Background: an optimization exercise with open tools, aiming at small area. Do not read the settings as production practice. In this exercise RTL edits were held to simulation tests only and were not proved equivalent to the original.

==> flow/design.v, too long to show whole: its modules and the start of the top module <==
// module Theme_Handler: 111 lines
// module BCD_7Seg: 27 lines
// module Mem_Controller: 88 lines
// module Axes_Checker: 21 lines
// module PX_Lin_Interpol: 43 lines
// module Graph_TH_Handler: 9 lines
// module Font_ROM: 1551 lines
// module Txt_Renderer: 252 lines
module Txt_Renderer(
	input              CLOCK_50,
	input              RST_N,         
	input       [3:1]  KEY,
	input       [9:0]  SW,
	output      [6:0]  HEX3,
	output      [6:0]  HEX5,
	output             LEDR0,
	input       [31:0] from_hps,
	output      [7:0]  hps_dout1,     
	output      [7:0]  hps_dout2,     
	output             hps_op_cplt,   
	output      [2:0]  hps_sens_mode, 
	output      [3:1]  hps_sens_t,    
	output             hps_graph,     
	output      [12:0] p1_addr,
	output             p1_we,
	output      [7:0]  p1_w,
	input       [7:0]  p1_r,
	output      [12:0] p2_addr,
	input       [7:0]  p2_r,
	output VGA_CLK,
	output VGA_BLANK_N,
	output VGA_HS,
	output VGA_VS,
	output [7:0]VGA_R,
	output [7:0]VGA_B,
	output [7:0]VGA_G
);
  // ...
==> flow/flow/run.sh <==
#!/bin/bash
# Layout flow: the standard layout (standard.sh, ORFS make targets) run
# with a copy of the ORFS scripts that changes how the layout is made, not
# what it must meet:
#  - synthesis maps to cells with flow/abc_area.script, an area-oriented ABC
#    script (rounds of &dc2, &dch and &nf with delay relaxed, no buffering
#    or upsizing; the later ORFS
#    repair steps still fix slew, capacitance and timing);
#  - clock tree synthesis inserts no dummy loads;
#  - port buffers are buf_1 cells.
# Every tool's output goes to ORFS's logs under orfs/logs; make's own output
# goes to flow_make.log here.
set -euo pipefail
rm -rf scripts_area
cp -r "$FLOW_HOME/scripts" scripts_area
cp flow/abc_area.script scripts_area/abc_speed.script
sed -i 's/^  -sink_clustering_enable \\$/  -sink_clustering_enable -dont_use_dummy_load \\/' scripts_area/cts.tcl
grep -q -- '-dont_use_dummy_load' scripts_area/cts.tcl
bash standard.sh SCRIPTS_DIR="$PWD/scripts_area" \
  "BUFFER_PORTS_ARGS=-buffer_cell sky130_fd_sc_hd__buf_1" \
  finish > flow_make.log 2>&1
==> flow/flow/abc_area.script <==
&get -n
&st
&dc2
&dch -f
&nf -R 1000 -p
&st
&dc2
&dch -f
&nf -R 1000 -p
&st
&dc2
&dch -f
&nf -R 1000 -p
&st
&dc2
&dch -f
&nf -R 1000 -p
&put
topo
stime -c
==> flow/standard.sh <==
#!/bin/bash
# synth_recipe.tcl (not shown) runs the flow's synth.tcl, then flattens the netlist and writes it again
# the make line also repeats each setting of config.mk as NAME=value (left out here)
make -C /OpenROAD-flow-scripts/flow DESIGN_CONFIG=/design/flow/config.mk WORK_HOME=/design/flow/orfs CLKGATE_MAP_FILE= SYNTH_SCRIPT=/design/flow/synth_recipe.tcl "${@:-finish}"
==> flow/config.mk <==
export PLATFORM = sky130hd
export DESIGN_NAME = Txt_Renderer
export DESIGN_NICKNAME = Txt_Renderer
export VERILOG_FILES = /design/flow/design.v
export SDC_FILE = /design/flow/constraint.sdc
export NUM_CORES = 4
export LEC_CHECK = 0
export CAP_MARGIN = 10
export CORE_MARGIN = 2
export CORE_UTILIZATION = 55
export CTS_CLUSTER_DIAMETER = 70
export CTS_CLUSTER_SIZE = 28
export GPL_TIMING_DRIVEN = 0
export PLACE_DENSITY = 0.7
export SLEW_MARGIN = 10
export SYNTH_MEMORY_MAX_BITS = 65536
==> flow/constraint.sdc <==
create_clock -name core_clock -period 30.0 [get_ports {CLOCK_50}]
set_input_delay 6.0000 -clock core_clock [delete_from_list [all_inputs] [get_ports {CLOCK_50}]]
set_output_delay 6.0000 -clock core_clock [all_outputs]
set_load 0.01 [all_outputs]
==> results.tsv, run 1 <==
metric	value	unit
final worst slack	728	ps
non-clock buffer count	249	
utilization after layout	60.9	%
Inserted Clock Buffers	47	
slowest CP cell	o21ai_0	
Multi-input gate area	20800	µm²
WP data required	24000	ps
Global Route met3 Usage	9.91	%
syn_area_per_cell	12.7	µm²
max-cap viol count	1	
Clock Latency Late Sink	680	ps
dpl hpwl	124000	µm
layout check faults	max-capacitance violations	
Met2 Wirelength	75700	µm
leading cell type in the layout, fill and taps excluded	edfxtp_1	
fill cell count	6807	
Vias/cell	6.96	
DR pass1 iterations	13	
outcome	complete, but fails checks	
CTS tree	done	
largest cells by area after synthesis	edfxtp_1 (50%), fa_1 (10%), dfrtp_1 (5.2%)	
wire length on met1	66900	µm
nets	4517	
Worst EP arrival	23270	ps
==> inputs of run 2 (changes only) <==
--- a/flow/config.mk
+++ b/flow/config.mk
@@ -10,7 +10,6 @@
 export CORE_UTILIZATION = 55
 export CTS_CLUSTER_DIAMETER = 70
 export CTS_CLUSTER_SIZE = 28
-export GPL_TIMING_DRIVEN = 0
 export PLACE_DENSITY = 0.7
 export SLEW_MARGIN = 10
 export SYNTH_MEMORY_MAX_BITS = 65536
==> results.tsv, run 2 <==
metric	value	unit	change
outcome	finished clean		
most frequent cells after synthesis	edfxtp_1 (800), nor2_1 (426), nand2_1 (282), fa_1 (247), a222oi_1 (240)		
count leader, synth	edfxtp_1		
# setup viols final	0		
dpl hpwl	125000	µm	+0.76%
adder-cell share of the synthesized area	14.1	%	
hold buffers post-CTS	0		
GRT Residual Overflow	0		
setup TNS	0	ps	
global-route wire length before repair	251000	µm	
Final period util	94.7	%	
H-Tree Depth	2		
area share of the largest cell type after synthesis	50.0	%	
crit path launch	SW[6]		
WL final	175000	µm	
max-cap viol count	0		-1
post-synthesis mux area share	0.831	%	
# rows	108		
leading cell type in the layout, fill and taps excluded	edfxtp_1		
Clock transition at path regs	40	ps	
#FFs+latches synth	909		
RePlAce Congestion	1.08		
crit end category	output port		
Syn-to-layout area delta	8.98	%	
R2R depth	30		
RSZ-0062 raised after global routing	false		
wire per inst	33.3	µm	
sequential fraction of the synthesis area	55.7	%	
Vias/cell	6.99		+0.51%
compound-cell area share of the yosys netlist	13.4	%	
CTS tree	done		
largest registers	col (800), mem_controller.mem_addr (13), hc (11)		
Synth Flop Type	edfxtp_1		
share of layout cells above drive strength 1	5.37	%	
vias in the first global route	35200		
boundary pin count	165		
Final Hold Fails	0		
die area	89800	µm²	
number of post-CTS setup repair buffers	0		
CTS sink cnt	909		
utilization after layout	60.5	%	-0.47 points
Slew HR	7.49	%	
Die Wd	300	µm	
most frequent cells in the layout	edfxtp_1 (800), nor2_1 (416), nand2_1 (281), fa_1 (245), a222oi_1 (240)		
WP data required	24000	ps	about the same
worst min-delay path class	reg2reg		
Worst Clk Skew	88.9	ps	
Port Buffers	162		
R2R Path Start	hc[0]		
HP Start	key_q1[1]		
synth unique cells	71		
Starting Density	55.5	%	
Post-synth EDFFs	800		
synthesized cell area	48100	µm²	
Worst EP arrival	22420	ps	-850 ps
post_cts resized	0		
antenna-violating nets left	0		
XOR/XNOR share of the synthesized area	2.10	%	
DR pass1 iterations	9		-4
DRC Markers	0		
Worst path max stage delay	670	ps	
slowest CP cell	fa_1		
Clock Latency Late Sink	680	ps	about the same
Inserted Clock Buffers	47		unchanged
pin count of the biggest net entering global routing	101		
crit path kind	in2out		
CORE AREA	86600	µm²	
syn_area_per_cell	12.7	µm²	unchanged
largest buffer count on any clock path	3		
most used cell, CP	fa_1		
Min Clock Period, post-route	28420	ps	
initial antenna violation count	7		
maximum clock rate	35.2	MHz	
largest cells by area after synthesis	edfxtp_1 (50%), fa_1 (10%), dfrtp_1 (5.2%)		
Mapped Cells	3776		
via count	36800		
Largest register FFs	800		
die height	300	µm	
initial DRC count	6273		
synth warn	7		
Synth area leader	edfxtp_1		
register name with the most flops	col		
startpoint types	primary input		
CTS root buffer	clkbuf_16		
CP max FO	22		
largest family of logic cells by synthesized area	adder cells		
Simple-Gate Fraction of Synth Area	12.3	%	
worst-margin pin slew	1370	ps	
WHS Path Cells	0		
async set or reset register ratio after synthesis	11.9	%	
fin. max-slew vios	0		
Total Routing Usage GR	38.9	%	
nets	4555		+0.84%
run 2: final timing paths:
path	slack, ps	to
min in group asynchronous	5260	cnt[4]
min reg2reg	370	key_q2[1]
max in group asynchronous	22990	mem_controller.dout1[4]
min	370	key_q2[1]
max reg2reg	18860	pxr
max	1580	VGA_R[5]
run 2: cell type report:
type,count,area [µm²]
well taps,1155,1450
repair buffers,287,1580
multi-input cells,2674,20700
inverters,181,679
diodes,7,17.5
clock buffers,47,1180
fillers,6873,34200
flip-flops and latches,909,26800
run 2: logic make-up after synthesis:
family                   Yosys count
AO/OA/AOI/OAI                    876
XOR/XNOR                         115
adder cells (fa/ha/maj)          392
buffers and inverters            194
flip-flops                       909
multiplexers                      37
other                              1
AND/OR/NAND/NOR                 1252
run 2: stage by stage:
step	cells	hold slack (ps)	area [µm²]	setup WS [ps]
floorplan	3777	347	48100	1770
CTS	5253	371	52400	1770
global route	5254	384	52400	740
detailed placement	5206	365	51200	1780
global placement	5206	353	51200	2080
finish	5260	366	52400	1580
run 2: worst max-delay path, delay by kind of cell:
family / cells / cell delay, ps
buf+inv: 9 / 1190
compound gates: 5 / 1770
xor+xnor: 2 / 790
simple gates: 6 / 1550
fa+ha+maj: 28 / 11100
run 2: layer usage:
layer	global-route usage, %	wire, µm
met2	57.7	76300
met4	16.7	8920
met1	54.7	67000
met5	0	13
met3	10.2	23000

-- static timing again, ports no longer ideal --
Ports are ideal in the flow. The routed layouts listed here were re-timed in OpenROAD. Step 1, drivers: a clkbuf_16 drives CLOCK_50 and a buf_2 each remaining input, both assumed. Step 2 moves the port delays by t, midway between the first and last clock arrival at a register: inputs arrive t later, outputs are due t later. That takes back most of the time a late clock gives input paths. a / b / c = no drivers / after step 1 / after step 2; a / b = the first two.
run | shift t [ns] | slack for setup (ns) | worst setup path after step 2 | cell pins on the clock port's net
run 1 | 0.690 | 0.728 / 0.706 / 0.706 | input to output | 1
run 2 | 0.706 | 1.580 / 1.552 / 1.552 | input to output | 1
The setup slack of run 2, which loses most, moves by -0.028 ns with the drivers and by -0.028 ns with both steps.
